Context: an optimization exercise on an open-source flow, tuned for small area, a short achievable clock period and few clock cycles. The choices shown serve that exercise and are no tape-out recipe. Where RTL was checked, it was by simulation tests only, not by an equivalence proof against the original. Only the layout flow was run in runs 2 to 4; the RTL was not checked for function there. Power is estimated from default activity; no workload was simulated.

`flow/design.v`:
```
module mips_cpu_bus(
    input logic clk,
    input logic reset,
    output logic active,
    output logic[31:0] register_v0,
    output logic[31:0] address,
    output logic write,
    output logic read,
    input logic waitrequest,
    output logic[31:0] writedata,
    output logic[3:0] byteenable,
    input logic[31:0] readdata
);
    logic [29:0] fpc;           
    logic        inflight;      
    logic        f0;            
    logic        dbuf;          
    logic [31:0] ird;
    logic        ev;
    logic [31:0] ea, eb;
    logic [25:0] ei;            
    logic [29:0] epc4;          
    logic [4:0]  edst;          
    logic [3:0]  ealu;
    logic        eload, estore;
    logic [2:0]  emt;           
    logic        ebr, ejmp, ejr, elink;
    logic [2:0]  ebt;           
    logic        emfhi, emflo, emthi, emtlo, emul, ediv, emsign;
    logic        wv;
    logic [4:0]  wdst;
    logic [31:0] wd;
    logic        wload;
    logic [2:0]  wmt;
    logic [1:0]  woff;
    logic        dv;
    logic [31:0] di;
    assign dv = dbuf | inflight;
    assign di = dbuf ? ird : readdata;
    wire [5:0] d_op = di[31:26];
    wire [4:0] d_rs = di[25:21];
    wire [4:0] d_rt = di[20:16];
    wire [4:0] d_rd = di[15:11];
    wire [5:0] d_fn = di[5:0];
    wire d_r      = d_op == 6'b000000;
    wire d_regimm = d_op == 6'b000001;
    wire d_j      = d_op == 6'b000010;
    wire d_jal    = d_op == 6'b000011;
    wire d_br4    = d_op[5:2] == 4'b0001;            
    wire d_immalu = d_op[5:3] == 3'b001;              
    wire d_load   = d_op[5:3] == 3'b100;
    wire d_store  = d_op[5:3] == 3'b101;
    wire d_jr     = d_r & (d_fn == 6'b001000);
    wire d_jalr   = d_r & (d_fn == 6'b001001);
    wire d_mfhi   = d_r & (d_fn == 6'b010000);
    wire d_mflo   = d_r & (d_fn == 6'b010010);
    wire d_mthi   = d_r & (d_fn == 6'b010001);
    wire d_mtlo   = d_r & (d_fn == 6'b010011);
    wire d_mul    = d_r & (d_fn[5:1] == 5'b01100);
    wire d_div    = d_r & (d_fn[5:1] == 5'b01101);
    wire d_ralu   = d_r & (d_fn[5] | (d_fn[5:3] == 3'b000));
    wire d_rlink  = d_regimm & d_rt[4];
    localparam ALU_ADD = 4'd0, ALU_SUB = 4'd1, ALU_AND = 4'd2, ALU_OR = 4'd3,
               ALU_XOR = 4'd4, ALU_SLT = 4'd5, ALU_SLTU = 4'd6,
               ALU_SLL = 4'd8, ALU_SRL = 4'd10, ALU_SRA = 4'd11,
               ALU_SLLV = 4'd12, ALU_SRLV = 4'd14, ALU_SRAV = 4'd15;
    logic [3:0] d_alu;
    always_comb begin
        d_alu = ALU_ADD;
        if (d_r) begin
            case (d_fn)
                6'b100011: d_alu = ALU_SUB;
                6'b100100: d_alu = ALU_AND;
                6'b100101: d_alu = ALU_OR;
                6'b100110: d_alu = ALU_XOR;
                6'b101010: d_alu = ALU_SLT;
                6'b101011: d_alu = ALU_SLTU;
                6'b000000: d_alu = ALU_SLL;
                6'b000010: d_alu = ALU_SRL;
                6'b000011: d_alu = ALU_SRA;
                6'b000100: d_alu = ALU_SLLV;
                6'b000110: d_alu = ALU_SRLV;
                6'b000111: d_alu = ALU_SRAV;
                default:   d_alu = ALU_ADD;
            endcase
        end else begin
            case (d_op[2:0])
                3'b010: d_alu = ALU_SLT;
                3'b011: d_alu = ALU_SLTU;
                3'b100: d_alu = ALU_AND;
                3'b101: d_alu = ALU_OR;
                3'b110: d_alu = ALU_XOR;
                default: d_alu = ALU_ADD;    
            endcase
        end
    end
    logic [4:0] d_dst;
    always_comb begin
        if (d_jal | d_rlink)                 d_dst = 5'd31;
        else if (d_ralu | d_mfhi | d_mflo | d_jalr) d_dst = d_rd;
        else if (d_immalu | d_load)          d_dst = d_rt;
        else                                 d_dst = 5'd0;
    end
    logic [31:0] d_imm;
    always_comb begin
        if (d_op[2:0] == 3'b111)      d_imm = {di[15:0], 16'd0};               
        else if (d_op[2])             d_imm = {16'd0, di[15:0]};               
        else                          d_imm = {{16{di[15]}}, di[15:0]};        
    end
    logic        rf_we;
    logic [4:0]  rf_wa;
    logic [31:0] rf_wd;
    logic [31:0] rf_a, rf_b;
    mips_cpu_registers regs(
        .clk(clk), .reset(reset),
        .we(rf_we), .wa(rf_wa), .wd(rf_wd),
        .ra(d_rs), .rda(rf_a),
        .rb(d_rt), .rdb(rf_b),
        .v0(register_v0)
    );
    logic [31:0] alu_y;
    logic [4:0]  alu_sa;
    assign alu_sa = ealu[2] ? ea[4:0] : ei[10:6];
    mips_cpu_ALU alu(.op(ealu), .a(ea), .b(eb), .sa(alu_sa), .y(alu_y));
    logic        md_busy;
    logic [31:0] md_hi, md_lo;
    logic        md_start;
    wire [31:0] agu = ea + {{16{ei[15]}}, ei[15:0]};
    wire [29:0] link = epc4 + 30'd1;
    logic [31:0] eres;
    always_comb begin
        if (elink)      eres = {link, 2'b00};
        else if (emfhi) eres = md_hi;
        else if (emflo) eres = md_lo;
        else if (eload) eres = eb;
        else            eres = alu_y;
    end
    wire a_zero = (ea == 32'd0);
    wire a_neg  = ea[31];
    logic br_cond;
    always_comb begin
        case (ebt)
            3'b100:  br_cond = (ea == eb);           
            3'b101:  br_cond = (ea != eb);           
            3'b110:  br_cond = a_neg | a_zero;       
            3'b111:  br_cond = !a_neg & !a_zero;     
            3'b000:  br_cond = a_neg;                
            default: br_cond = !a_neg;               
        endcase
    end
    wire e_taken = ev & (ejmp | ejr | (ebr & br_cond));
    wire [29:0] bta = epc4 + {{14{ei[15]}}, ei[15:0]};
    wire [29:0] target = ejr ? ea[31:2] : ejmp ? {epc4[29:26], ei[25:0]} : bta;
    wire e_bus   = ev & (eload | estore);
    wire e_mdop  = emfhi | emflo | emthi | emtlo | emul | ediv;
    wire e_md_stall = ev & e_mdop & md_busy;
    wire e_br_wait  = e_taken & !dv;            
    logic halted;
    wire fetch_req = !halted && !e_bus && !(dv && f0) &&
                     (!dv || !ev || !(e_md_stall || e_br_wait));
    wire [29:0] faddr = (e_taken & dv) ? target : fpc;
    wire accepted = !waitrequest;
    wire e_done = ev & !e_md_stall & !e_br_wait &
                  !((e_bus | (e_taken & dv)) & waitrequest);
    wire e_free = !ev | e_done;
    wire d_hazard = ev & eload & (edst != 5'd0) & ((edst == d_rs) | (edst == d_rt));
    wire d_adv = dv & !f0 & e_free & !d_hazard;
    assign md_start = e_done & (emul | ediv);
    wire [1:0] boff = agu[1:0];
    logic [3:0] be_mem;
    always_comb begin
        case (emt[1:0])
            2'b00: be_mem = 4'b0001 << boff;                                    
            2'b01: be_mem = boff[0] ? 4'b0000 : (boff[1] ? 4'b1100 : 4'b0011);  
            2'b11: be_mem = (boff == 2'b00) ? 4'b1111 : 4'b0000;                
            default: be_mem = eload ? ((emt[2] ? (4'b1111 << boff)               
                                               : (4'b1111 >> (2'd3 - boff))))    
                                    : 4'b0000;
        endcase
    end
    assign address    = e_bus ? {agu[31:2], 2'b00} : {faddr, 2'b00};
    assign read       = (ev & eload) | (!e_bus & fetch_req);
    assign write      = ev & estore;
    assign byteenable = e_bus ? be_mem : 4'b1111;
    assign writedata  = (emt[1:0] == 2'b00) ? {4{eb[7:0]}} :
                        (emt[1:0] == 2'b01) ? {2{eb[15:0]}} : eb;
    logic [31:0] ld;
    always_comb begin
        case (wmt)
            3'b000: case (woff)                                    
                2'd0: ld = {{24{readdata[7]}},  readdata[7:0]};
                2'd1: ld = {{24{readdata[15]}}, readdata[15:8]};
                2'd2: ld = {{24{readdata[23]}}, readdata[23:16]};
                default: ld = {{24{readdata[31]}}, readdata[31:24]};
            endcase
            3'b100: case (woff)                                    
                2'd0: ld = {24'd0, readdata[7:0]};
                2'd1: ld = {24'd0, readdata[15:8]};
                2'd2: ld = {24'd0, readdata[23:16]};
                default: ld = {24'd0, readdata[31:24]};
            endcase
            3'b001: ld = woff[1] ? {{16{readdata[31]}}, readdata[31:16]}
                                 : {{16{readdata[15]}}, readdata[15:0]};    
            3'b101: ld = woff[1] ? {16'd0, readdata[31:16]}
                                 : {16'd0, readdata[15:0]};                 
            3'b010: case (woff)                                    
                2'd0: ld = {readdata[7:0],  wd[23:0]};
                2'd1: ld = {readdata[15:0], wd[15:0]};
                2'd2: ld = {readdata[23:0], wd[7:0]};
                default: ld = readdata;
            endcase
            3'b110: case (woff)                                    
                2'd0: ld = readdata;
                2'd1: ld = {wd[31:24], readdata[31:8]};
                2'd2: ld = {wd[31:16], readdata[31:16]};
                default: ld = {wd[31:8], readdata[31:24]};
            endcase
            default: ld = readdata;                                
        endcase
    end
    wire w_misal = wload & ((wmt[1:0] == 2'b11 & woff != 2'b00) |
                            (wmt[1:0] == 2'b01 & woff[0]));
    wire [31:0] wval = wload ? ld : wd;
    assign rf_we = wv & (wdst != 5'd0) & !w_misal;
    assign rf_wa = wdst;
    assign rf_wd = wval;
    wire e_fwd = e_done & !eload & (edst != 5'd0);
    wire [31:0] d_a = (e_fwd && edst == d_rs) ? eres :
                      (rf_we && wdst == d_rs) ? wval : rf_a;
    wire [31:0] d_b0 = (e_fwd && edst == d_rt) ? eres :
                       (rf_we && wdst == d_rt) ? wval : rf_b;
    wire [31:0] d_b = d_immalu ? d_imm : d_b0;
    always_ff @(posedge clk) begin
        if (reset) begin
            fpc      <= 30'h2FF00000;      
            inflight <= 1'b0;
            f0       <= 1'b0;
            dbuf     <= 1'b0;
            ev       <= 1'b0;
            wv       <= 1'b0;
            halted   <= 1'b0;
            active   <= 1'b1;
        end else begin
            inflight <= fetch_req & accepted;
            if (fetch_req & accepted) begin
                fpc <= faddr + 30'd1;
                f0  <= (faddr == 30'd0);
            end
            if (inflight & !d_adv) begin
                ird  <= readdata;
                dbuf <= 1'b1;
            end else if (d_adv) begin
                dbuf <= 1'b0;
            end
            if (e_free) ev <= d_adv;
            wv <= e_done & (edst != 5'd0);
            if (dv & f0 & !ev & !wv) begin
                halted <= 1'b1;
                active <= 1'b0;
            end
        end
        if (d_adv & e_free) begin
            ea    <= d_a;
            eb    <= d_b;
            ei    <= di[25:0];
            epc4  <= fpc;
            edst  <= d_dst;
            ealu  <= d_alu;
            eload <= d_load;
            estore<= d_store;
            emt   <= d_op[2:0];
            ebr   <= d_br4 | d_regimm;
            ebt   <= d_regimm ? {2'b00, d_rt[0]} : d_op[2:0];
            ejmp  <= d_j | d_jal;
            ejr   <= d_jr | d_jalr;
            elink <= d_jal | d_jalr | d_rlink;
            emfhi <= d_mfhi;
            emflo <= d_mflo;
            emthi <= d_mthi;
            emtlo <= d_mtlo;
            emul  <= d_mul;
            ediv  <= d_div;
            emsign<= !d_fn[0];
        end
        if (e_done) begin
            wdst  <= edst;
            wd    <= eres;
            wload <= eload;
            wmt   <= emt;
            woff  <= agu[1:0];
        end
    end
    mips_cpu_multiplier md(
        .clk(clk), .reset(reset),
        .start(md_start), .is_div(ediv), .sign(emsign),
        .a(ea), .b(eb),
        .wr_hi(e_done & emthi), .wr_lo(e_done & emtlo),
        .busy(md_busy), .hi(md_hi), .lo(md_lo)
    );
endmodule
module mips_cpu_registers(
    input  logic        clk,
    input  logic        reset,
    input  logic        we,
    input  logic [4:0]  wa,
    input  logic [31:0] wd,
    input  logic [4:0]  ra,
    output logic [31:0] rda,
    input  logic [4:0]  rb,
    output logic [31:0] rdb,
    output logic [31:0] v0
);
    logic [31:0] r [1:31];
    wire  [31:0] wdm = reset ? 32'd0 : wd;
    genvar i;
    generate
        for (i = 1; i < 32; i = i + 1) begin : g_reg
            always_ff @(posedge clk)
                if (reset | (we & (wa == i))) r[i] <= wdm;
        end
    endgenerate
    always_comb begin
        rda = 32'd0;
        rdb = 32'd0;
        for (int k = 1; k < 32; k++) begin
            if (ra == k) rda = r[k];
            if (rb == k) rdb = r[k];
        end
    end
    assign v0 = r[2];
endmodule
module mips_cpu_ALU(
    input  logic [3:0]  op,
    input  logic [31:0] a,
    input  logic [31:0] b,
    input  logic [4:0]  sa,
    output logic [31:0] y
);
    wire sub = (op == 4'd1) | (op == 4'd5) | (op == 4'd6);
    wire [32:0] s = {1'b0, a} + {1'b0, b ^ {32{sub}}} + {32'd0, sub};
    wire slt  = (a[31] ^ b[31]) ? a[31] : s[31];
    wire sltu = ~s[32];
    wire left  = op[3] & ~op[1];           
    wire arith = op[3] & op[1] & op[0];    
    logic [31:0] x, r, sh;
    always_comb begin
        for (int k = 0; k < 32; k++) x[k] = left ? b[31-k] : b[k];
        r = $signed({arith & b[31], x}) >>> sa;
        for (int k = 0; k < 32; k++) sh[k] = left ? r[31-k] : r[k];
    end
    always_comb begin
        case (op)
            4'd0, 4'd1: y = s[31:0];
            4'd2:       y = a & b;
            4'd3:       y = a | b;
            4'd4:       y = a ^ b;
            4'd5:       y = {31'd0, slt};
            4'd6:       y = {31'd0, sltu};
            default:    y = sh;
        endcase
    end
endmodule
module mips_cpu_multiplier(
    input  logic        clk,
    input  logic        reset,
    input  logic        start,
    input  logic        is_div,
    input  logic        sign,
    input  logic [31:0] a,
    input  logic [31:0] b,
    input  logic        wr_hi,
    input  logic        wr_lo,
    output logic        busy,
    output logic [31:0] hi,
    output logic [31:0] lo
);
    localparam S_IDLE = 3'd0, S_ABS1 = 3'd1, S_ABS2 = 3'd2, S_MUL = 3'd3,
               S_NORM = 3'd4, S_DIV = 3'd5, S_NEGH = 3'd6, S_NEGL = 3'd7;
    logic [2:0]  st;
    logic        div, negq, negr, nega, negb;
    logic [31:0] m, c;
    logic        cin;
    logic [5:0]  cnt;
    assign busy = (st != S_IDLE);
    logic [31:0] ax, ay;
    logic        aci;
    logic [32:0] asum;
    always_comb begin
        ax = 32'd0; ay = ~m; aci = 1'b1;
        case (st)
            S_ABS1: begin ax = 32'd0; ay = div ? ~hi : ~lo; aci = 1'b1; end
            S_ABS2: begin ax = 32'd0; ay = ~m;              aci = 1'b1; end
            S_MUL:  begin ax = hi;    ay = c;               aci = cin;  end
            S_NORM: begin ax = hi;    ay = ~{m[30:0], 1'b0}; aci = 1'b1; end
            S_DIV:  begin ax = hi;    ay = ~m;              aci = 1'b1; end
            S_NEGH: begin ax = 32'd0; ay = ~hi; aci = div ? 1'b1 : (lo == 32'd0); end
            S_NEGL: begin ax = 32'd0; ay = ~lo;             aci = 1'b1; end
            default: ;
        endcase
    end
    assign asum = {1'b0, ax} + {1'b0, ay} + {32'd0, aci};
    logic [35:0] p0, p1, p2, p3, s1, c1, s2, c2, s3, c3, s4, c4;
    logic [4:0]  low;
    always_comb begin
        p0 = lo[0] ? {4'd0, m}        : 36'd0;
        p1 = lo[1] ? {3'd0, m, 1'b0}  : 36'd0;
        p2 = lo[2] ? {2'd0, m, 2'b0}  : 36'd0;
        p3 = lo[3] ? {1'd0, m, 3'b0}  : 36'd0;
        s1 = {4'd0, hi} ^ {4'd0, c} ^ p0;
        c1 = (({4'd0, hi} & {4'd0, c}) | ({4'd0, hi} & p0) | ({4'd0, c} & p0)) << 1;
        s2 = p1 ^ p2 ^ p3;
        c2 = ((p1 & p2) | (p1 & p3) | (p2 & p3)) << 1;
        s3 = s1 ^ c1 ^ s2;
        c3 = ((s1 & c1) | (s1 & s2) | (c1 & s2)) << 1;
        s4 = s3 ^ c3 ^ c2;
        c4 = ((s3 & c3) | (s3 & c2) | (c3 & c2)) << 1;
        low = {1'b0, s4[3:0]} + {1'b0, c4[3:0]} + {4'd0, cin};
    end
    always_ff @(posedge clk) begin
        if (reset) begin
            st <= S_IDLE;
            hi <= 32'd0;
            lo <= 32'd0;
        end else begin
            case (st)
                S_IDLE: begin
                    if (wr_hi) hi <= a;
                    if (wr_lo) lo <= a;
                    if (start) begin
                        div  <= is_div;
                        nega <= sign & a[31];
                        negb <= sign & b[31];
                        negq <= sign & (a[31] ^ b[31]);
                        negr <= sign & a[31];
                        m    <= b;
                        c    <= 32'd0;
                        cin  <= 1'b0;
                        cnt  <= 6'd0;
                        if (is_div) begin hi <= a;     lo <= 32'd0; end
                        else        begin hi <= 32'd0; lo <= a;     end
                        st <= (sign & a[31]) ? S_ABS1 :
                              (sign & b[31]) ? S_ABS2 :
                              is_div ? S_NORM : S_MUL;
                    end
                end
                S_ABS1: begin
                    if (div) hi <= asum[31:0]; else lo <= asum[31:0];
                    st <= negb ? S_ABS2 : (div ? S_NORM : S_MUL);
                end
                S_ABS2: begin
                    m  <= asum[31:0];
                    st <= div ? S_NORM : S_MUL;
                end
                S_MUL: begin
                    if (cnt[3]) begin
                        hi <= asum[31:0];
                        st <= negq ? S_NEGH : S_IDLE;
                    end else begin
                        hi  <= s4[35:4];
                        c   <= c4[35:4];
                        cin <= low[4];
                        lo  <= {low[3:0], lo[31:4]};
                        cnt <= cnt + 6'd1;
                    end
                end
                S_NORM: begin
                    if (m == 32'd0) begin
                        hi <= 32'd0;
                        lo <= 32'd0;
                        st <= S_IDLE;
                    end else if (!m[31] && asum[32]) begin
                        m   <= {m[30:0], 1'b0};
                        cnt <= cnt + 6'd1;
                    end else begin
                        st <= S_DIV;
                    end
                end
                S_DIV: begin
                    if (asum[32]) hi <= asum[31:0];
                    lo  <= {lo[30:0], asum[32]};
                    m   <= {1'b0, m[31:1]};
                    cnt <= cnt - 6'd1;
                    if (cnt == 6'd0)
                        st <= negq ? S_NEGL : (negr ? S_NEGH : S_IDLE);
                end
                S_NEGL: begin
                    lo <= asum[31:0];
                    st <= (div & negr) ? S_NEGH : S_IDLE;
                end
                S_NEGH: begin
                    hi <= asum[31:0];
                    st <= div ? S_IDLE : S_NEGL;
                end
                default: st <= S_IDLE;
            endcase
        end
    end
endmodule
```
`flow/run.sh`:
```
#!/bin/bash
# synth_recipe.tcl (not shown) runs the flow's synth.tcl, then flattens the netlist and writes it again
# the make line also repeats each setting of config.mk as NAME=value (left out here)
make -C /OpenROAD-flow-scripts/flow DESIGN_CONFIG=/design/flow/config.mk WORK_HOME=/design/flow/orfs CLKGATE_MAP_FILE= SYNTH_SCRIPT=/design/flow/synth_recipe.tcl finish
```
`flow/constraint.sdc`:
```
create_clock -name core_clock -period 12.5 [get_ports {clk}]
set_input_delay 2.5000 -clock core_clock [delete_from_list [all_inputs] [get_ports {clk}]]
set_output_delay 2.5000 -clock core_clock [all_outputs]
set_load 0.01 [all_outputs]
```
`flow/config.mk`:
```
export PLATFORM = sky130hd
export DESIGN_NAME = mips_cpu_bus
export DESIGN_NICKNAME = mips_cpu_bus
export VERILOG_FILES = /design/flow/design.v
export SDC_FILE = /design/flow/constraint.sdc
export NUM_CORES = 8
export LEC_CHECK = 0
export CAP_MARGIN = 20
export CORE_MARGIN = 2
export CORE_UTILIZATION = 40
export SLEW_MARGIN = 20
```
==> flow_metrics.tcl, run 1 <==
set metrics [dict create \
    overflow 0 \
    regToRegEndpoint "md.m[9]" \
    crit_top_cell "a31oi_1" \
    whs_endpoint "epc4[23]" \
    power_frac_seq_pct 42.6 \
    powerDensity_nw_per_um2 142 \
    place_hpwl_mm 281 \
    cts-root-buf "clkbuf_16" \
    die_w_um 463 \
    tns_ns 0 \
    yosysWarnings 5 \
    synth-seq-cells 1394 \
    viasPerCell 7.02 \
    io_buffer_count 135 \
    r2r_slack_ns 5.31 \
    p_sw_mw 4.49 \
    ys_seq_area_share_pct 48.3 \
    switching_share_pct 33.2 \
    combPwrFrac_pct 22.1 \
    start_kind "flop" \
    drt-total-wl_mm 409 \
    core_um2 210000 \
    nets 8491 \
    hp-class "reg -> reg" \
    globalplace.congestion 1.02 \
    synth_area_per_cell_um2 10.4 \
    cap_violations 0 \
    p_int_mw 9.05 \
    slowest_stage "nor4_1" \
    crit_path_end_kind "output port" \
    grt_use_total_pct 36.7 \
    min-delay-start "fpc[23]" \
    die-height_um 463 \
    hold_buffers 0 \
    syn2layout_area_growth_pct 13.3 \
    relSlewSlack_pct 6.03 \
    grt_pass1_wl_mm 567 \
    worst_pin_slew_ns 1.40 \
    finalHoldViolations 0 \
    cp_data_arrival_time_ns 6.43 \
    clk_pin_slew_worst_paths_ns 0.06 \
    n_fill_cell 19370 \
    cpLargestDelayFamily "compound AO/OA/AOI/OAI gates" \
    cts_buffer_depth 3 \
    initial_core_util_pct 40.2 \
    final_core_util_pct 45.6 \
    final.setup.worst_slack_ns 3.57 \
    dr.pass1.iters 10 \
    drt_iter0_drc 13904 \
    synth_flop_cell "edfxtp_1" \
    finalPower_mw 13.5 \
    timing.critical_path.buf_inv 3 \
    cpPeakStageDelay_ns 0.94 \
    drive_gt1_share_pct 10.9 \
    synthesis.instances 8096 \
    boundaryPins 138 \
    slew_viol_final 0 \
    ctsResizeCount 0 \
    grt_max_degree 94 \
    path_cells "buf_4 -> inv_1 -> ha_1 -> nor4_1 -> nand4_1 -> nor4_2 -> a2111o_2 -> o211a_1 -> o21ai_0 -> a31oi_1 -> nor2_1 -> a31oi_1 -> clkdlybuf4s50_1" \
    rr_startpoint "md.st[1]" \
    p_clk_share_pct 35.4 \
    synth_edf_count 1290 \
    finalSetupViolations 0 \
    rsz0062_at_grt "false" \
    fin_crit_sh_pct 71.4 \
    antenna_found_initial 25 \
    max-vdd-ir-drop_mv 0.133 \
    synth_cell_types 122 \
    row_count 168 \
    hold_depth 0 \
    status "no timing/DRC/antenna violations" \
    place_ws_ns 3.96 \
    die_area_um2 215000 \
    skew_ns 0.0737 \
    htree_num_levels 4 \
    clk_latency_ns 0.87 \
    vias 77835 \
    grt_pass1_vias 72700 \
    r2r_cells 19 \
    post-cts-setup-buffers 0 \
    cts_tree "built" \
    worstPathMaxFanout 26 \
    wl_per_cell_um 36.9 \
    final_antenna_net_count 0 \
    layout_min_cycle_time_ns 8.93 \
    drcViolationCount 0 \
    cts_inserted_buffers 159 \
    leakage_nw 34.4 \
    criticalPathCategory "reg -> out" \
    clock-sinks 1394 \
    async_flop_share_pct 0 \
    fmaxAchievable_mhz 112 \
    required_ns 10.00 \
    syn-cell-area_um2 84400 \
]
-- cells in the final DEF (no fill, tap or decap), types with 100 or more instances in the layout --
| master | instances |
|---|---|
| fa_1 | 129 |
| clkdlybuf4s50_1 | 134 |
| dfxtp_1 | 100 |
| ha_1 | 201 |
| nand3_1 | 143 |
| o22ai_1 | 318 |
| nand2_1 | 683 |
| edfxtp_1 | 1290 |
| nor3_1 | 175 |
| buf_4 | 337 |
| clkbuf_16 | 160 |
| a22oi_1 | 264 |
| a21oi_1 | 559 |
| a222oi_1 | 160 |
| a221oi_1 | 149 |
| nor2_1 | 543 |
| inv_1 | 192 |
| a211oi_1 | 115 |
| and2_1 | 200 |
| o21ai_0 | 470 |
| mux2i_1 | 170 |
| o221ai_1 | 124 |
| xnor2_1 | 128 |
-- cells in the mapped netlist (188+ instances only) --
cell type	number	area [µm²]
inv_1	194	728
clkbuf_1	471	1770
nand2_1	698	2620
o21ai_0	495	2480
edfxtp_1	1290	38700
a21oi_1	566	2830
nor3_1	188	941
and2_1	199	1240
a22oi_1	265	1990
nor2_1	583	2190
o22ai_1	318	1990
ha_1	201	2510
-- logic make-up after synthesis --
logic type	count (synthesis)	share of synthesized area, %
other	1	0.00444
buffers and inverters	814	3.86
AND/OR/NAND/NOR	2247	12.6
multiplexers	283	4.11
XOR/XNOR	186	1.93
AO/OA/AOI/OAI	2841	23.1
adder cells (fa/ha/maj)	330	6.04
flip-flops	1394	48.3
-- worst max path at each step --
stage                            start          end  slack (ns)  cells after the start
after global placement    readdata[20]       eb[14]        3.77                     11
after floorplan           readdata[21]        ea[0]        4.98                     11
final                            eb[6]  address[30]        3.57                     13
after CTS                        ea[0]  address[30]        3.63                     15
after global routing             ea[3]  address[29]        3.33                     13
after detailed placement  readdata[22]        ea[2]        3.96                     12
-- stage by stage --
stage	instances	cell area [µm²]	hold slack (ns)
global route	11075	95600	0.441
CTS	11067	95500	0.431
floorplan	8097	84400	0.408
detailed placement	10770	90200	0.413
finish	11086	95600	0.437
global placement	10762	90100	0.413
-- final cells by class --
type	count	area, µm²	area share [%]
timing repair buffer	477	3970	4.15
sequential	1394	40800	42.7
clock buffer	201	4210	4.40
multi-input combinational	5889	41200	43.1
clock inverter	96	1090	1.14
tap	2805	3510	3.67
inverter	205	778	0.814
antenna	19	47.5	0.0497
-- layer usage --
| metal | track usage [%] | share of wire (%) | up-vias |
|---|---|---|---|
| li1 | - | - | 31850 |
| met1 | 45.7 | 36 | 38484 |
| met2 | 54.8 | 43 | 6114 |
| met3 | 9.24 | 12 | 1369 |
| met4 | 27.5 | 9.0 | 18 |
| met5 | 0.423 | 0.030 | - |
-- power by group through the flow --
stage	clock network (mW)	registers, mW	logic [mW]
global route	4.98	5.78	3.09
floorplan	0	5.73	1.60
finish	4.79	5.77	2.99
detailed placement	0	5.84	2.85
global placement	0	5.84	2.83
CTS	4.80	5.75	2.87
-- registers in the layout, summed over array words and instances (netlist names), 2 cells and up --
| signal | flops |
|---|---|
| eb | 32 |
| md.hi | 32 |
| ealu | 4 |
| md.c | 32 |
| fpc | 30 |
| emt | 3 |
| epc4 | 30 |
| md.cnt | 6 |
| wd | 32 |
| md.st | 3 |
| ei | 26 |
| md.m | 32 |
| md.lo | 32 |
| regs.r | 992 |
| ird | 32 |
| edst | 5 |
| woff | 2 |
| wmt | 3 |
| ebt | 3 |
| wdst | 5 |
| ea | 32 |
Testbench counts, summed over its fixed seeds: cycles 118,745.
==> run 2: changes to the inputs <==
--- a/flow/design.v
+++ b/flow/design.v
@@ -13,28 +13,43 @@
 );
+    localparam [29:0] RESET_PC = 30'h2FF00000;    
+    logic        qv, qd, qw;
+    logic [29:0] qa;
+    logic [3:0]  qbe;
+    logic [31:0] qwd;
+    assign address    = {qa, 2'b00};
+    assign read       = qv & !qw;
+    assign write      = qv & qw;
+    assign byteenable = qbe;
+    assign writedata  = qwd;
+    wire acc = qv & !waitrequest;
     logic [29:0] fpc;           
-    logic        inflight;      
-    logic        f0;            
-    logic        dbuf;          
-    logic [31:0] ird;
+    logic        arr;           
+    logic [1:0]  nq;            
+    logic [31:0] iq0, iq1;
+    logic [29:0] dpc;           
+    logic        dsk;           
+    logic        halting;
     logic        ev;
     logic [31:0] ea, eb;
-    logic [25:0] ei;            
-    logic [29:0] epc4;          
-    logic [4:0]  edst;          
+    logic [25:0] ei;
+    logic [29:0] epc1;          
+    logic [4:0]  edst;
     logic [3:0]  ealu;
-    logic        eload, estore;
-    logic [2:0]  emt;           
-    logic        ebr, ejmp, ejr, elink;
-    logic [2:0]  ebt;           
+    logic        eload, estore, elink;
+    logic [2:0]  emt;
+    logic        ebr, ejmp, ejr;
+    logic [2:0]  ebt;
     logic        emfhi, emflo, emthi, emtlo, emul, ediv, emsign;
-    logic        wv;
+    logic        mv, mmem, mload;
+    logic [4:0]  mdst;
+    logic [31:0] mres;
+    logic [2:0]  mmt;
+    logic [1:0]  moff;
+    logic        wv, wload;
     logic [4:0]  wdst;
-    logic [31:0] wd;
-    logic        wload;
+    logic [31:0] wres;
     logic [2:0]  wmt;
     logic [1:0]  woff;
-    logic        dv;
-    logic [31:0] di;
-    assign dv = dbuf | inflight;
-    assign di = dbuf ? ird : readdata;
+    wire        dv = (nq != 2'd0) | arr;
+    wire [31:0] di = (nq != 2'd0) ? iq0 : readdata;
     wire [5:0] d_op = di[31:26];
@@ -62,2 +77,3 @@
     wire d_rlink  = d_regimm & d_rt[4];
+    wire d_link   = d_jal | d_jalr | d_rlink;
     localparam ALU_ADD = 4'd0, ALU_SUB = 4'd1, ALU_AND = 4'd2, ALU_OR = 4'd3,
@@ -98,6 +114,6 @@
     always_comb begin
-        if (d_jal | d_rlink)                 d_dst = 5'd31;
+        if (d_jal | d_rlink)                        d_dst = 5'd31;
         else if (d_ralu | d_mfhi | d_mflo | d_jalr) d_dst = d_rd;
-        else if (d_immalu | d_load)          d_dst = d_rt;
-        else                                 d_dst = 5'd0;
+        else if (d_immalu | d_load)                 d_dst = d_rt;
+        else                                        d_dst = 5'd0;
     end
@@ -105,6 +121,8 @@
     always_comb begin
-        if (d_op[2:0] == 3'b111)      d_imm = {di[15:0], 16'd0};               
-        else if (d_op[2])             d_imm = {16'd0, di[15:0]};               
-        else                          d_imm = {{16{di[15]}}, di[15:0]};        
+        if (d_op[2:0] == 3'b111) d_imm = {di[15:0], 16'd0};               
+        else if (d_op[2])        d_imm = {16'd0, di[15:0]};               
+        else                     d_imm = {{16{di[15]}}, di[15:0]};        
     end
+    wire [29:0] dpc1 = dpc + 30'd1;
+    wire [29:0] dpc2 = dpc1 + 30'd1;
     logic        rf_we;
@@ -121,4 +139,3 @@
     logic [31:0] alu_y;
-    logic [4:0]  alu_sa;
-    assign alu_sa = ealu[2] ? ea[4:0] : ei[10:6];
+    wire  [4:0]  alu_sa = ealu[2] ? ea[4:0] : ei[10:6];
     mips_cpu_ALU alu(.op(ealu), .a(ea), .b(eb), .sa(alu_sa), .y(alu_y));
@@ -126,13 +143,10 @@
     logic [31:0] md_hi, md_lo;
-    logic        md_start;
-    wire [31:0] agu = ea + {{16{ei[15]}}, ei[15:0]};
-    wire [29:0] link = epc4 + 30'd1;
     logic [31:0] eres;
     always_comb begin
-        if (elink)      eres = {link, 2'b00};
-        else if (emfhi) eres = md_hi;
-        else if (emflo) eres = md_lo;
-        else if (eload) eres = eb;
-        else            eres = alu_y;
+        if (eload | elink) eres = eb;
+        else if (emfhi)    eres = md_hi;
+        else if (emflo)    eres = md_lo;
+        else               eres = alu_y;
     end
+    wire [31:0] agu = ea + {{16{ei[15]}}, ei[15:0]};
     wire a_zero = (ea == 32'd0);
@@ -150,20 +164,30 @@
     end
-    wire e_taken = ev & (ejmp | ejr | (ebr & br_cond));
-    wire [29:0] bta = epc4 + {{14{ei[15]}}, ei[15:0]};
-    wire [29:0] target = ejr ? ea[31:2] : ejmp ? {epc4[29:26], ei[25:0]} : bta;
-    wire e_bus   = ev & (eload | estore);
-    wire e_mdop  = emfhi | emflo | emthi | emtlo | emul | ediv;
-    wire e_md_stall = ev & e_mdop & md_busy;
-    wire e_br_wait  = e_taken & !dv;            
-    logic halted;
-    wire fetch_req = !halted && !e_bus && !(dv && f0) &&
-                     (!dv || !ev || !(e_md_stall || e_br_wait));
-    wire [29:0] faddr = (e_taken & dv) ? target : fpc;
-    wire accepted = !waitrequest;
-    wire e_done = ev & !e_md_stall & !e_br_wait &
-                  !((e_bus | (e_taken & dv)) & waitrequest);
+    wire        e_taken = ev & (ejmp | ejr | (ebr & br_cond));
+    wire [29:0] bta     = epc1 + {{14{ei[15]}}, ei[15:0]};
+    wire [29:0] target  = ejr ? ea[31:2] : ejmp ? {epc1[29:26], ei[25:0]} : bta;
+    wire q_free   = !qv | acc | !qd;
+    wire m_done   = mv & (!mmem | (acc & qd));
+    wire m_free   = !mv | m_done;
+    wire e_mdop     = emthi | emtlo | emul | ediv | emfhi | emflo;
+    wire e_md_stall = e_mdop & md_busy;
+    wire e_mem      = eload | estore;
+    wire e_br_wait  = e_taken & !dv;              
+    wire e_done = ev & m_free & !e_md_stall & !e_br_wait &
+                  !((e_mem | e_taken) & !q_free);
     wire e_free = !ev | e_done;
-    wire d_hazard = ev & eload & (edst != 5'd0) & ((edst == d_rs) | (edst == d_rt));
-    wire d_adv = dv & !f0 & e_free & !d_hazard;
-    assign md_start = e_done & (emul | ediv);
+    wire d_uses_rs = !(d_j | d_jal);
+    wire d_uses_rt = d_r | d_store | (d_op[5:1] == 5'b00010) |
+                     (d_op[5:3] == 3'b100 & d_op[1:0] == 2'b10);
+    wire d_dep_e = (edst != 5'd0) & (((edst == d_rs) & d_uses_rs) | ((edst == d_rt) & d_uses_rt));
+    wire d_dep_m = (mdst != 5'd0) & (((mdst == d_rs) & d_uses_rs) | ((mdst == d_rt) & d_uses_rt));
+    wire d_hazard = (ev & eload & d_dep_e) | (mv & mload & d_dep_m);
+    wire d_adv = dv & e_free & !d_hazard;
+    wire redirect = e_done & e_taken;
+    wire [1:0] nq_next_raw = nq + {1'b0, arr} - {1'b0, d_adv};
+    wire s0 = (nq == 2'd0) & !arr;                  
+    wire s1 = ((nq == 2'd0) & arr) | ((nq == 2'd1) & !arr);
+    wire af = acc & !qd;                            
+    wire fetch_ok = !halting && !redirect &&
+                    (d_adv ? !(!s0 & !s1 & af) : (s0 | (s1 & !af)));
+    wire [29:0] nfa = (acc & !qd) ? qa + 30'd1 : fpc;
     wire [1:0] boff = agu[1:0];
@@ -175,4 +199,4 @@
             2'b11: be_mem = (boff == 2'b00) ? 4'b1111 : 4'b0000;                
-            default: be_mem = eload ? ((emt[2] ? (4'b1111 << boff)               
-                                               : (4'b1111 >> (2'd3 - boff))))    
+            default: be_mem = eload ? (emt[2] ? (4'b1111 << boff)               
+                                              : (4'b1111 >> (2'd3 - boff)))     
                                     : 4'b0000;
@@ -180,8 +204,4 @@
     end
-    assign address    = e_bus ? {agu[31:2], 2'b00} : {faddr, 2'b00};
-    assign read       = (ev & eload) | (!e_bus & fetch_req);
-    assign write      = ev & estore;
-    assign byteenable = e_bus ? be_mem : 4'b1111;
-    assign writedata  = (emt[1:0] == 2'b00) ? {4{eb[7:0]}} :
-                        (emt[1:0] == 2'b01) ? {2{eb[15:0]}} : eb;
+    wire [31:0] st_data = (emt[1:0] == 2'b00) ? {4{eb[7:0]}} :
+                          (emt[1:0] == 2'b01) ? {2{eb[15:0]}} : eb;
     logic [31:0] ld;
@@ -206,5 +226,5 @@
             3'b010: case (woff)                                    
-                2'd0: ld = {readdata[7:0],  wd[23:0]};
-                2'd1: ld = {readdata[15:0], wd[15:0]};
-                2'd2: ld = {readdata[23:0], wd[7:0]};
+                2'd0: ld = {readdata[7:0],  wres[23:0]};
+                2'd1: ld = {readdata[15:0], wres[15:0]};
+                2'd2: ld = {readdata[23:0], wres[7:0]};
                 default: ld = readdata;
@@ -213,5 +233,5 @@
                 2'd0: ld = readdata;
-                2'd1: ld = {wd[31:24], readdata[31:8]};
-                2'd2: ld = {wd[31:16], readdata[31:16]};
-                default: ld = {wd[31:8], readdata[31:24]};
+                2'd1: ld = {wres[31:24], readdata[31:8]};
+                2'd2: ld = {wres[31:16], readdata[31:16]};
+                default: ld = {wres[31:8], readdata[31:24]};
             endcase
@@ -222,3 +242,3 @@
                             (wmt[1:0] == 2'b01 & woff[0]));
-    wire [31:0] wval = wload ? ld : wd;
+    wire [31:0] wval = wload ? ld : wres;
     assign rf_we = wv & (wdst != 5'd0) & !w_misal;
@@ -226,38 +246,81 @@
     assign rf_wd = wval;
-    wire e_fwd = e_done & !eload & (edst != 5'd0);
-    wire [31:0] d_a = (e_fwd && edst == d_rs) ? eres :
-                      (rf_we && wdst == d_rs) ? wval : rf_a;
-    wire [31:0] d_b0 = (e_fwd && edst == d_rt) ? eres :
+    wire fe = ev & !eload & (edst != 5'd0);
+    wire fm = mv & !mload & (mdst != 5'd0);
+    wire [31:0] d_a  = (fe && edst == d_rs) ? eres :
+                       (fm && mdst == d_rs) ? mres :
+                       (rf_we && wdst == d_rs) ? wval : rf_a;
+    wire [31:0] d_b0 = (fe && edst == d_rt) ? eres :
+                       (fm && mdst == d_rt) ? mres :
                        (rf_we && wdst == d_rt) ? wval : rf_b;
-    wire [31:0] d_b = d_immalu ? d_imm : d_b0;
+    wire [31:0] d_b  = d_immalu ? d_imm : d_link ? {dpc2, 2'b00} : d_b0;
     always_ff @(posedge clk) begin
         if (reset) begin
-            fpc      <= 30'h2FF00000;      
-            inflight <= 1'b0;
-            f0       <= 1'b0;
-            dbuf     <= 1'b0;
-            ev       <= 1'b0;
-            wv       <= 1'b0;
-            halted   <= 1'b0;
-            active   <= 1'b1;
+            qv      <= 1'b1;
+            qd      <= 1'b0;
+            qw      <= 1'b0;
+            qa      <= RESET_PC;
+            qbe     <= 4'b1111;
+            fpc     <= RESET_PC;
+            arr     <= 1'b0;
+            nq      <= 2'd0;
+            dpc     <= RESET_PC;
+            dsk     <= 1'b0;
+            halting <= 1'b0;
+            ev      <= 1'b0;
+            mv      <= 1'b0;
+            wv      <= 1'b0;
+            active  <= 1'b1;
         end else begin
-            inflight <= fetch_req & accepted;
-            if (fetch_req & accepted) begin
-                fpc <= faddr + 30'd1;
-                f0  <= (faddr == 30'd0);
+            if (e_done & e_mem) begin
+                qv  <= 1'b1;
+                qd  <= 1'b1;
+                qw  <= estore;
+                qa  <= agu[31:2];
+                qbe <= be_mem;
+                qwd <= st_data;
+            end else if (redirect) begin
+                qv  <= (target != 30'd0);
+                qd  <= 1'b0;
+                qw  <= 1'b0;
+                qa  <= target;
+                qbe <= 4'b1111;
+            end else if (q_free) begin
+                qv  <= fetch_ok;
+                qd  <= 1'b0;
+                qw  <= 1'b0;
+                qa  <= nfa;
+                qbe <= 4'b1111;
             end
-            if (inflight & !d_adv) begin
-                ird  <= readdata;
-                dbuf <= 1'b1;
+            if (acc & !qd) fpc <= qa + 30'd1;
+            if (redirect)  fpc <= target;
+            if (redirect & (target == 30'd0)) halting <= 1'b1;
+            arr <= acc & !qd & !redirect;
+            if (redirect) begin
+                if (d_adv) nq <= 2'd0;
+                else begin
+                    nq  <= 2'd1;
+                    iq0 <= di;
+                end
+            end else begin
+                nq <= nq_next_raw;
+                case (nq)
+                    2'd0: if (arr & !d_adv) iq0 <= readdata;
+                    2'd1: if (d_adv) begin if (arr) iq0 <= readdata; end
+                          else if (arr) iq1 <= readdata;
+                    default: if (d_adv) begin iq0 <= iq1; if (arr) iq1 <= readdata; end
+                endcase
+            end
+            if (redirect) begin
+                dpc <= target;
+                dsk <= !d_adv;
             end else if (d_adv) begin
-                dbuf <= 1'b0;
+                if (dsk) dsk <= 1'b0;
+                else     dpc <= dpc1;
             end
             if (e_free) ev <= d_adv;
-            wv <= e_done & (edst != 5'd0);
-            if (dv & f0 & !ev & !wv) begin
-                halted <= 1'b1;
-                active <= 1'b0;
-            end
+            if (m_free) mv <= e_done;
+            wv <= m_done;
+            if (halting & !dv & !ev & !mv & !wv) active <= 1'b0;
         end
-        if (d_adv & e_free) begin
+        if (d_adv) begin
             ea    <= d_a;
@@ -265,3 +328,3 @@
             ei    <= di[25:0];
-            epc4  <= fpc;
+            epc1  <= dpc1;
             edst  <= d_dst;
@@ -270,2 +333,3 @@
             estore<= d_store;
+            elink <= d_link;
             emt   <= d_op[2:0];
@@ -275,3 +339,2 @@
             ejr   <= d_jr | d_jalr;
-            elink <= d_jal | d_jalr | d_rlink;
             emfhi <= d_mfhi;
@@ -285,7 +348,15 @@
         if (e_done) begin
-            wdst  <= edst;
-            wd    <= eres;
-            wload <= eload;
-            wmt   <= emt;
-            woff  <= agu[1:0];
+            mmem  <= e_mem;
+            mload <= eload;
+            mdst  <= edst;
+            mres  <= eres;
+            mmt   <= emt;
+            moff  <= agu[1:0];
+        end
+        if (m_done) begin
+            wload <= mload;
+            wdst  <= mdst;
+            wres  <= mres;
+            wmt   <= mmt;
+            woff  <= moff;
         end
@@ -294,3 +365,3 @@
         .clk(clk), .reset(reset),
-        .start(md_start), .is_div(ediv), .sign(emsign),
+        .start(e_done & (emul | ediv)), .is_div(ediv), .sign(emsign),
         .a(ea), .b(eb),
@@ -376,5 +447,6 @@
 );
-    localparam S_IDLE = 3'd0, S_ABS1 = 3'd1, S_ABS2 = 3'd2, S_MUL = 3'd3,
-               S_NORM = 3'd4, S_DIV = 3'd5, S_NEGH = 3'd6, S_NEGL = 3'd7;
-    logic [2:0]  st;
+    localparam S_IDLE = 4'd0, S_ABS1 = 4'd1, S_ABS2 = 4'd2, S_MUL = 4'd3,
+               S_NORM = 4'd4, S_DIV = 4'd5, S_NEGH = 4'd6, S_NEGL = 4'd7,
+               S_NRM4 = 4'd8;
+    logic [3:0]  st;
     logic        div, negq, negr, nega, negb;
@@ -394,2 +466,3 @@
             S_NORM: begin ax = hi;    ay = ~{m[30:0], 1'b0}; aci = 1'b1; end
+            S_NRM4: begin ax = hi;    ay = ~{m[27:0], 4'b0}; aci = 1'b1; end
             S_DIV:  begin ax = hi;    ay = ~m;              aci = 1'b1; end
@@ -442,3 +515,3 @@
                               (sign & b[31]) ? S_ABS2 :
-                              is_div ? S_NORM : S_MUL;
+                              is_div ? S_NRM4 : S_MUL;
                     end
@@ -447,3 +520,3 @@
                     if (div) hi <= asum[31:0]; else lo <= asum[31:0];
-                    st <= negb ? S_ABS2 : (div ? S_NORM : S_MUL);
+                    st <= negb ? S_ABS2 : (div ? S_NRM4 : S_MUL);
                 end
@@ -451,3 +524,3 @@
                     m  <= asum[31:0];
-                    st <= div ? S_NORM : S_MUL;
+                    st <= div ? S_NRM4 : S_MUL;
                 end
@@ -464,2 +537,14 @@
                     end
+                end
+                S_NRM4: begin
+                    if (m == 32'd0) begin
+                        hi <= 32'd0;
+                        lo <= 32'd0;
+                        st <= S_IDLE;
+                    end else if (m[31:28] == 4'd0 && asum[32]) begin
+                        m   <= {m[27:0], 4'b0};
+                        cnt <= cnt + 6'd4;
+                    end else begin
+                        st <= S_NORM;
+                    end
                 end
--- a/flow/config.mk
+++ b/flow/config.mk
@@ -10,2 +10,3 @@
 export CORE_UTILIZATION = 40
+export SETUP_SLACK_MARGIN = 5
 export SLEW_MARGIN = 20
==> flow_metrics.tcl, run 2 <==
set metrics [dict create \
    status "no timing/DRC/antenna violations" \
    start_kind "primary input" \
    netlist_top_cells_count "edfxtp_1 (1,398), nor2_1 (708), nand2_1 (634)" \
    antenna_found_initial 26 \
    layout_commonest_cell "edfxtp_1" \
    grt_pass1_vias 80635 \
    grt_pass1_wl_mm 647 \
    async_flop_share_pct 0 \
    tns_ns 0 \
    synth-seq-cells 1572 \
    hp-class "reg -> reg" \
    synth_edf_count 1398 \
    cts_buffer_depth 3 \
    nets 9278 \
    leakage_nw 37.4 \
    viasPerCell 7.18 \
    final_core_util_pct 45.6 \
    finalHoldViolations 0 \
    cap_violations 0 \
    vias 86904 \
    clock-sinks 1572 \
    regToRegEndpoint "md.m[13]" \
    placed_area_um2 98800 \
    place_ws_ns 4.44 \
    crit_path_end_kind "flop" \
    synth_flop_cell "edfxtp_1" \
    cts_tree "built" \
    r2r_slack_ns 5.49 \
    layout_min_cycle_time_ns 7.71 \
    drive_gt1_share_pct 10.5 \
    place_hpwl_mm 322 \
    synthesis.instances 8881 \
    wl_per_cell_um 39.0 \
    largest_reg_flops 992 \
    io_buffer_count 135 \
    rr_startpoint "md.st[3]" \
    worst_pin_slew_ns 1.38 \
    syn2layout_area_growth_pct 13.2 \
    max-vdd-ir-drop_mv 0.248 \
    worstPathMaxFanout 29 \
    powerDensity_nw_per_um2 301 \
    synth.most_common_cell "edfxtp_1" \
    final_cell_mix "edfxtp_1 (1,398), nor2_1 (671), nand2_1 (629)" \
    core_um2 230000 \
    initial_core_util_pct 40.3 \
    skew_ns 0.0794 \
    drcViolationCount 0 \
    htree_num_levels 4 \
    relSlewSlack_pct 7.02 \
    grt_use_total_pct 38.6 \
    ys_seq_area_share_pct 49.0 \
    overflow 0 \
    slew_viol_final 0 \
    die_w_um 486 \
    hold_depth 0 \
    synth_top_area_cell "edfxtp_1" \
    cp_data_arrival_time_ns 8.38 \
    grt_max_degree 160 \
    row_count 176 \
    die_area_um2 236000 \
    boundaryPins 138 \
    synth_top_area_share_pct 45.3 \
    dr.pass1.iters 13 \
    fmaxAchievable_mhz 130 \
    min-delay-start "mmt[0]" \
    cts_inserted_buffers 178 \
    fin_crit_sh_pct 61.7 \
    clk_latency_ns 0.90 \
    rsz0062_at_grt "false" \
    required_ns 13.17 \
    criticalPathCategory "in -> reg" \
    die-height_um 486 \
    clk_pin_slew_worst_paths_ns 0.06 \
    post-cts-setup-buffers 0 \
    top_register "regs.r" \
    drt_iter0_drc 16606 \
    r2r_cells 21 \
    synth_cell_types 115 \
    whs_endpoint "wmt[0]" \
    yosysWarnings 5 \
    globalplace.congestion 1.06 \
    syn-cell-area_um2 92700 \
    synth_area_per_cell_um2 10.4 \
    finalSetupViolations 0 \
    n_fill_cell 21424 \
    final_antenna_net_count 0 \
    final_area_um2 105000 \
    drt-total-wl_mm 473 \
    final.setup.worst_slack_ns 4.79 \
    ys_top_cells_by_area "edfxtp_1 (45%), dfxtp_1 (3.8%), a21oi_1 (3.2%), o21ai_0 (3.0%), nor2_1 (2.9%)" \
    cts-root-buf "clkbuf_16" \
]
run 2: cell types whose count changed in the layout (fill, tap and decap cells not counted), moves of 33 or more:
cell / before / now
nor2_1: 543 / 671
edfxtp_1: 1290 / 1398
dfxtp_1: 100 / 173
a22oi_1: 264 / 336
nand3_1: 143 / 208
o211ai_1: 44 / 109
o21ai_0: 470 / 532
nand2_1: 683 / 629
a22o_1: 20 / 59
xor2_1: 58 / 97
buf_4: 337 / 375
a21boi_0: 39 / 6
run 2: metal layers:
layer,GRT usage (%),vias up,routed length [µm]
met2,56.6,7678,198000
met4,29.0,22,44700
li1,-,34792,-
met5,0.408,-,173
met3,12.9,1893,65400
met1,46.9,42519,165000
run 2: logic make-up after synthesis:
family,synth area share (%)
multiplexers,3.68
other,0.00404
AND/OR/NAND/NOR,12.9
buffers and inverters,3.90
AO/OA/AOI/OAI,22.5
flip-flops,49.0
XOR/XNOR,2.41
adder cells (fa/ha/maj),5.55
run 2: final cells by class:
cell class / count / area, µm² / share of cell area [%]
inverters: 217 / 817 / 0.779
flip-flops and latches: 1572 / 45500 / 43.3
multi-input cells: 6424 / 44500 / 42.4
diodes: 24 / 60.1 / 0.0572
clock buffers: 217 / 4650 / 4.43
repair buffers: 516 / 4250 / 4.05
well taps: 3026 / 3790 / 3.61
clock inverters: 110 / 1390 / 1.32
run 2: how the worst max path moves through the flow:
stage / startpoint / to / slack, ns / depth (start not counted)
floorplan: readdata[19] / iq1[0] / 5.01 / 12
detailed placement: readdata[25] / ea[7] / 4.44 / 14
global placement: readdata[22] / ea[11] / 4.35 / 14
CTS: readdata[25] / ea[7] / 5.27 / 14
finish: readdata[20] / eb[7] / 4.79 / 14
global route: readdata[20] / eb[7] / 5.04 / 14
run 2: what timing repair did:
item,4_1_cts,5_1_grt
setup endpoints to repair,0,2
hold endpoints to repair,0,0
hold buffers,0,0
gates resized for setup,0,2
run 2: report_power, final:
group	total, mW	internal (mW)	switching (mW)
combinational	17.5	5.43	12.1
clock	5.52	3.13	2.39
sequential	8.57	7.26	1.32
run 2: metrics by stage:
step | hold WS, ns | std cells | total power, mW
after floorplan | 0.400 | 8882 | 17.9
after global placement | 0.412 | 11751 | 24.9
after detailed placement | 0.406 | 11752 | 25.0
after CTS | 0.425 | 12079 | 30.6
after global routing | 0.439 | 12084 | 32.4
final | 0.437 | 12106 | 31.6
run 2: critical path, cell delays in order:
cell and delay (ns):
clkdlybuf4s50_1 0.58, nor3b_1 0.27, nor2_4 0.51, buf_4 0.53
nor3_2 0.18, buf_4 0.34, nor2_1 0.65, o21ai_0 0.37
nor3_1 0.58, o21ai_0 0.50, a21o_1 0.28, a31oi_1 0.67
o21ai_0 0.18, o211ai_1 0.14
==> run 3: changes to the inputs <==
--- a/flow/design.v
+++ b/flow/design.v
@@ -17,3 +17,2 @@
     logic [3:0]  qbe;
-    logic [31:0] qwd;
     assign address    = {qa, 2'b00};
@@ -22,3 +21,3 @@
     assign byteenable = qbe;
-    assign writedata  = qwd;
+    assign writedata  = mres;        
     wire acc = qv & !waitrequest;
@@ -34,3 +33,2 @@
     logic [25:0] ei;
-    logic [29:0] epc1;          
     logic [4:0]  edst;
@@ -126,3 +124,2 @@
     wire [29:0] dpc1 = dpc + 30'd1;
-    wire [29:0] dpc2 = dpc1 + 30'd1;
     logic        rf_we;
@@ -145,3 +142,4 @@
     always_comb begin
-        if (eload | elink) eres = eb;
+        if (eload)         eres = eb;
+        else if (elink)    eres = {dpc1, 2'b00};    
         else if (emfhi)    eres = md_hi;
@@ -165,4 +163,4 @@
     wire        e_taken = ev & (ejmp | ejr | (ebr & br_cond));
-    wire [29:0] bta     = epc1 + {{14{ei[15]}}, ei[15:0]};
-    wire [29:0] target  = ejr ? ea[31:2] : ejmp ? {epc1[29:26], ei[25:0]} : bta;
+    wire [29:0] bta     = dpc + {{14{ei[15]}}, ei[15:0]};
+    wire [29:0] target  = ejr ? ea[31:2] : ejmp ? {dpc[29:26], ei[25:0]} : bta;
     wire q_free   = !qv | acc | !qd;
@@ -173,3 +171,3 @@
     wire e_mem      = eload | estore;
-    wire e_br_wait  = e_taken & !dv;              
+    wire e_br_wait  = (e_taken | elink) & !dv;    
     wire e_done = ev & m_free & !e_md_stall & !e_br_wait &
@@ -254,3 +252,3 @@
                        (rf_we && wdst == d_rt) ? wval : rf_b;
-    wire [31:0] d_b  = d_immalu ? d_imm : d_link ? {dpc2, 2'b00} : d_b0;
+    wire [31:0] d_b  = d_immalu ? d_imm : d_b0;
     always_ff @(posedge clk) begin
@@ -279,3 +277,2 @@
                 qbe <= be_mem;
-                qwd <= st_data;
             end else if (redirect) begin
@@ -328,3 +325,2 @@
             ei    <= di[25:0];
-            epc1  <= dpc1;
             edst  <= d_dst;
@@ -351,3 +347,3 @@
             mdst  <= edst;
-            mres  <= eres;
+            mres  <= estore ? st_data : eres;
             mmt   <= emt;
==> flow/flow/run.sh (new file) <==
#!/bin/bash
# Layout flow: the standard ORFS flow (standard synthesis unchanged), with
# repair_timing aiming below the design's clock period, and real buffers
# (not delay cells) on the ports. Each tool's output goes to flow.log.
set -euo pipefail
MARGIN=$(cat flow/margin.txt 2>/dev/null || echo 7)
sed -e "s#\"\${@:-finish}\"#SETUP_SLACK_MARGIN=${MARGIN} BUFFER_PORTS_ARGS=\"-buffer_cell sky130_fd_sc_hd__buf_4\" \"\${@:-finish}\"#" \
    standard.sh > my_standard.sh
cat my_standard.sh > my_standard_sh.log
bash my_standard.sh > flow.log 2>&1
==> flow/flow/margin.txt (new file) <==
7
==> flow/standard.sh (new file) <==
#!/bin/bash
# synth_recipe.tcl (not shown) runs the flow's synth.tcl, then flattens the netlist and writes it again
# the make line also repeats each setting of config.mk as NAME=value (left out here)
make -C /OpenROAD-flow-scripts/flow DESIGN_CONFIG=/design/flow/config.mk WORK_HOME=/design/flow/orfs CLKGATE_MAP_FILE= SYNTH_SCRIPT=/design/flow/synth_recipe.tcl "${@:-finish}"
--- a/flow/config.mk
+++ b/flow/config.mk
@@ -10,3 +10,2 @@
 export CORE_UTILIZATION = 40
-export SETUP_SLACK_MARGIN = 5
 export SLEW_MARGIN = 20
removed: flow/run.sh
==> flow_metrics.tcl, run 3 <==
set metrics [dict create \
    yosysWarnings 5 \
    netlist_top_cells_count "edfxtp_1 (1,336), nor2_1 (755), a21oi_1 (624)" \
    finalPower_mw 32.6 \
    regArea_um2 43600 \
    ys_seq_area_share_pct 47.7 \
    vias 88032 \
    globalplace.congestion 1.07 \
    layout_min_cycle_time_ns 5.74 \
    cts_tree "built" \
    initial_core_util_pct 40.2 \
    place_ws_ns 4.76 \
    drcViolationCount 0 \
    skew_ns 0.105 \
    die-height_um 482 \
    overflow 0 \
    max-vdd-ir-drop_mv 0.184 \
    place_hpwl_mm 343 \
    layout_commonest_cell "edfxtp_1" \
    grt_pass1_wl_mm 676 \
    synth-seq-cells 1510 \
    htree_num_levels 4 \
    cts-root-buf "clkbuf_16" \
    nets 9366 \
    syn-cell-area_um2 91400 \
    synth_area_per_cell_um2 10.3 \
    fmaxAchievable_mhz 174 \
    synth_top_area_cell "edfxtp_1" \
    required_ns 13.16 \
    synth.most_common_cell "edfxtp_1" \
    grt_use_total_pct 41.6 \
    core_um2 227000 \
    tns_ns 0 \
    placed_area_um2 97300 \
    start_kind "primary input" \
    synth_flop_cell "edfxtp_1" \
    syn2layout_area_growth_pct 16.2 \
    async_flop_share_pct 0 \
    grt_max_degree 100 \
    cts_inserted_buffers 172 \
    wl_per_cell_um 40.9 \
    powerDensity_nw_per_um2 307 \
    rsz0062_at_grt "true" \
    cap_violations 0 \
    crit_path_end_kind "flop" \
    finalSetupViolations 0 \
    leakage_nw 38.1 \
    largest_reg_flops 992 \
    ys_top_cells_by_area "edfxtp_1 (44%), dfxtp_1 (3.8%), a21oi_1 (3.4%), nor2_1 (3.1%), fa_1 (2.8%)" \
    synth_edf_count 1336 \
    slew_viol_final 0 \
    synthesis.instances 8877 \
    hp-class "reg -> reg" \
    viasPerCell 7.22 \
    status "no timing/DRC/antenna violations" \
    n_fill_cell 20920 \
    io_buffer_count 135 \
    multi_input_area_um2 46900 \
    final_area_um2 106000 \
    finalHoldViolations 0 \
    final_cell_mix "edfxtp_1 (1,336), nor2_1 (710), nand2_1 (600)" \
    die_area_um2 232000 \
    worst_pin_slew_ns 1.24 \
    hold_buffers 0 \
    criticalPathCategory "in -> reg" \
    final_antenna_net_count 0 \
    boundaryPins 138 \
    grt_pass1_vias 80439 \
    drt-total-wl_mm 499 \
    worstPathMaxFanout 26 \
    cp_data_arrival_time_ns 6.39 \
    drt_iter0_drc 16049 \
    clk_pin_slew_worst_paths_ns 0.06 \
    clock-sinks 1510 \
    top_register "regs.r" \
    drive_gt1_share_pct 15.8 \
    synth_top_area_share_pct 43.9 \
    fin_crit_sh_pct 45.9 \
    final.setup.worst_slack_ns 6.76 \
    synth_cell_types 115 \
    row_count 175 \
    die_w_um 482 \
    dr.pass1.iters 10 \
    relSlewSlack_pct 15.6 \
    cts_buffer_depth 3 \
    clk_latency_ns 0.90 \
    antenna_found_initial 34 \
]
-- run 3: stage by stage --
| stage | util (%) | hold WS, ns | std cells |
|---|---|---|---|
| after CTS | 46.1 | 0.418 | 12120 |
| after global placement | 42.8 | 0.408 | 11760 |
| after floorplan | - | 0.400 | 8878 |
| final | 46.7 | 0.426 | 12186 |
| after global routing | 46.7 | 0.419 | 12154 |
| after detailed placement | 42.8 | 0.407 | 11760 |
-- run 3: power by group --
group	internal, mW	leakage, nW	switching [mW]
clock network	2.89	2.74	2.35
logic	6.12	20.6	13.1
registers	6.89	14.8	1.29
-- run 3: routing by layer --
metal	vias to the layer above	routed length, µm	track usage, %
met1	43219	174000	50.9
met4	10	54900	36.3
met5	-	94	0
met2	7739	207000	59.7
met3	2046	62900	12.2
li1	35018	-	-
-- run 3: repair_timing --
item,4_1_cts,5_1_grt
pin swaps,23,42
cloned,6,6
endpoints found under the hold margin,0,0
endpoints found under the setup margin,428,360
gates resized for setup,296,204
setup buffers,37,23
-- run 3: final timing paths --
kind	start	endpoint	slack (ns)	cells past startpoint
worst min register to register	mmt[2]	wmt[2]	0.43	0
worst max-delay path	readdata[19]	eb[21]	6.76	14
worst max register to register	ea[20]	qv	6.94	15
worst min-delay path	mmt[2]	wmt[2]	0.43	0
-- run 3: critical path, stage by stage --
cell,delay (ns)
buf_4,0.16
or4_1,0.56
o31ai_1,0.12
buf_4,0.25
nand2_1,0.07
buf_4,0.26
a2bb2oi_1,0.20
o22ai_1,0.19
o221ai_1,0.33
a211oi_4,0.60
o21ai_0,0.24
a211oi_2,0.55
o22ai_1,0.18
a21oi_1,0.15
-- run 3: final cells by class --
class | instances | share of cell area, %
tap | 3009 | 3.55
clock inverter | 100 | 1.10
inverter | 184 | 0.718
clock buffer | 217 | 4.30
antenna | 36 | 0.0849
timing repair buffer | 613 | 5.01
multi-input combinational | 6517 | 44.1
sequential | 1510 | 41.1
-- run 3: cells by family (layout without fill, tap and decap cells) --
| logic type | after synthesis | after routing | share of synthesized area (%) |
|---|---|---|---|
| AOI/OAI and AO/OA | 3116 | 3116 | 23.3 |
| and+or+nand+nor | 2548 | 2550 | 13.5 |
| DFF | 1510 | 1510 | 47.7 |
| buffers and inverters | 853 | 1114 | 3.77 |
| adders and majority gates | 333 | 333 | 5.62 |
| muxes | 297 | 297 | 4.02 |
| xor gates and xnor gates | 219 | 219 | 2.10 |
| other | 1 | 38 | 0.00410 |
==> run 4: changes to the inputs <==
==> flow/flow/margin.txt (replaced) <==
8
==> flow_metrics.tcl, run 4 <==
set metrics [dict create \
    status "failed layout checks" \
    so_faults "capacitance limit, slew limit" \
    hold_buffers 0 \
    initial_core_util_pct 40.2 \
    finalHoldViolations 0 \
    worst_pin_slew_ns 1.50 \
    finalSetupViolations 0 \
    layout_commonest_cell "edfxtp_1" \
    synth_area_per_cell_um2 10.3 \
    cts_inserted_buffers 172 \
    hold_ws_ns 0.439 \
    ys_top_cells_by_area "edfxtp_1 (44%), dfxtp_1 (3.8%), a21oi_1 (3.4%), nor2_1 (3.1%), fa_1 (2.8%)" \
    overflow 0 \
    synth-seq-cells 1510 \
    final_antenna_net_count 0 \
    leakage_nw 44.7 \
    top_register "regs.r" \
    vias 95168 \
    ys_seq_area_share_pct 47.7 \
    final_cell_mix "edfxtp_1 (1,336), buf_4 (838), nor2_1 (632)" \
    met3_length_mm 80.3 \
    synthesis.instances 8877 \
    max-vdd-ir-drop_mv 0.187 \
    relSlewSlack_pct -0.379 \
    timing.critical_path.buf_inv 5 \
    synth_top_area_share_pct 43.9 \
    cpLargestDelayFamily "compound AO/OA/AOI/OAI gates" \
    criticalPathCategory "in -> reg" \
    synth_cell_types 115 \
    cpPeakStageDelay_ns 0.85 \
    core_um2 227000 \
    die-height_um 482 \
    final_core_util_pct 53.4 \
    drive_gt1_share_pct 29.0 \
    synth.most_common_cell "edfxtp_1" \
    wl_met2_mm 220 \
    tns_ns 0 \
    wl_met1_mm 183 \
    layout_min_cycle_time_ns 5.61 \
    async_flop_share_pct 0 \
    hp-class "reg -> reg" \
    required_ns 13.19 \
    start_kind "primary input" \
    fmaxAchievable_mhz 178 \
    drt-total-wl_mm 552 \
    boundaryPins 138 \
    htree_num_levels 4 \
    io_buffer_count 135 \
    clk_pin_slew_worst_paths_ns 0.06 \
    synth_edf_count 1336 \
    powerDensity_nw_per_um2 312 \
    rsz0062_at_grt "true" \
    synth_top_area_cell "edfxtp_1" \
    cap_violations 2 \
    slowest_stage "a211oi_4" \
    largest_reg_flops 992 \
    cts_buffer_depth 3 \
    die_area_um2 232000 \
    crit_path_end_kind "flop" \
    cts-root-buf "clkbuf_16" \
    clk_latency_ns 0.88 \
    netlist_top_cells_count "edfxtp_1 (1,336), nor2_1 (755), a21oi_1 (624)" \
    yosysWarnings 5 \
    drcViolationCount 0 \
    worstPathMaxFanout 6 \
    synth_flop_cell "edfxtp_1" \
    path_cells "buf_12 -> or4_4 -> o31a_1 -> buf_12 -> nor3_4 -> buf_6 -> buf_12 -> buf_12 -> a2bb2oi_2 -> o22ai_2 -> o221ai_2 -> a211oi_4 -> o21ai_2 -> a211oi_4 -> o22ai_1 -> a21oi_1" \
    row_count 175 \
    fin_crit_sh_pct 44.9 \
    cp_data_arrival_time_ns 6.29 \
    top_layer "met5" \
    wl_per_cell_um 42.8 \
    grt_max_degree 72 \
    drt_iter0_drc 18126 \
    syn2layout_area_growth_pct 32.9 \
    skew_ns 0.0787 \
    nets 10075 \
    grt_pass1_wl_mm 733 \
    syn-cell-area_um2 91400 \
    finalPower_mw 37.9 \
    die_w_um 482 \
    cts_tree "built" \
    place_hpwl_mm 347 \
    grt_pass1_vias 86642 \
    antenna_found_initial 47 \
    grt_use_total_pct 45.4 \
    slew_viol_final 2 \
    globalplace.congestion 1.04 \
    clock-sinks 1510 \
    dr.pass1.iters 9 \
    crit_top_cell "buf_12" \
    viasPerCell 7.38 \
]
-- run 4: cell types whose count changed in the layout (fill, tap and decap cells not counted), moves of 38 or more --
cell,previous run,this run
buf_6,25,166
nor2_1,710,632
nand2_1,600,557
nor2_4,14,88
a21oi_1,588,525
buf_4,541,838
a221oi_1,128,79
nand3_1,199,161
buf_12,22,173
a211oi_1,174,126
o21ai_0,459,378
-- run 4: path summary, 6_finish.rpt --
| check | start | end | slack (ns) | depth (start not counted) |
|---|---|---|---|---|
| max | readdata[19] | eb[21] | 6.89 | 16 |
| max reg2reg | nq[0] | eb[12] | 7.24 | 16 |
| min | mmt[0] | wmt[0] | 0.44 | 0 |
| min reg2reg | mmt[0] | wmt[0] | 0.44 | 0 |
-- run 4: kinds of logic after synthesis --
family	Yosys count	synth area share, %
AO/OA/AOI/OAI	3116	23.3
AND/OR/NAND/NOR	2548	13.5
flip-flops	1510	47.7
buffers and inverters	853	3.77
adder cells (fa/ha/maj)	333	5.62
multiplexers	297	4.02
XOR/XNOR	219	2.10
other	1	0.00410
-- run 4: layout make-up --
| cell class | count | area [µm²] |
|---|---|---|
| Inverter | 184 | 779 |
| Fill cell | 19456 | 106000 |
| Tap cell | 3009 | 3760 |
| Sequential cell | 1510 | 43600 |
| Timing Repair Buffer | 1297 | 14600 |
| Antenna cell | 35 | 87.6 |
| Timing Repair inverter | 6 | 66.3 |
| Clock buffer | 204 | 4540 |
| Clock inverter | 107 | 1290 |
| Multi-Input combinational cell | 6536 | 52700 |
-- run 4: power by group --
part           switching, mW  internal [mW]
registers               1.27           6.89
clock network           2.37           3.01
logic                   15.4           8.95
-- run 4: stage by stage --
stage          std cells  setup WS (ns)  cell area (µm²)
3_3_place_gp       11731           4.43            98000
5_1_grt            12857           7.02           121000
2_1_floorplan       8878           5.32            93300
4_1_cts            12602           7.33           117000
6_report           12888           6.89           121000
3_5_place_dp       11731           4.83            98100
-- run 4: repair_timing --
item	in CTS	in global routing
pin swaps	440	404
setup endpoints to repair	1202	818
gates resized for setup	1419	444
buffers inserted	474	219
cloned	86	30
-- run 4: metal layers --
metal  track usage (%)  vias up
met5             0.449        -
met4              41.7       42
met3              16.9     2867
met2              63.6     9411
met1              53.7    46263
li1                  -    36585
-- run 4: worst reg2reg max path: cells and delay by family, from the launching register on --
family          cells  cell delay [ns]
flops               1             0.31
compound gates      6             1.66
simple gates        5             1.53
buf+inv             5             1.47

==> what the ideal ports hide <==
No port has a modelled driver above. Below, the same layouts with a new extraction and two added sets of constraints.
Step 1: set_driving_cell puts a clkbuf_16 on clk and a buf_2 on each other input, an assumption about the parent block.
Step 2 also shifts input and output timing later by t, the mid clock arrival at the registers, as if the neighbouring blocks saw the same clock.
a / b / c = no drivers / after step 1 / after step 2; a / b = the first two.
| run | shift t [ns] | slack for setup (ns) | cell pins on the clock port's net |
|---|---|---|---|
| run 1 | 0.921 | 3.569 / 3.478 / 3.593 | 1 |
| run 2 | 0.949 | 4.794 / 4.854 / 3.906 | 1 |
| run 3 | 0.946 | 6.765 / 6.837 / 5.891 | 1 |
| run 4 | 0.944 | 6.890 / 6.939 / 5.995 | 1 |
The setup slack of run 4, which loses most, moves by +0.049 ns with the drivers and by -0.895 ns with both steps.
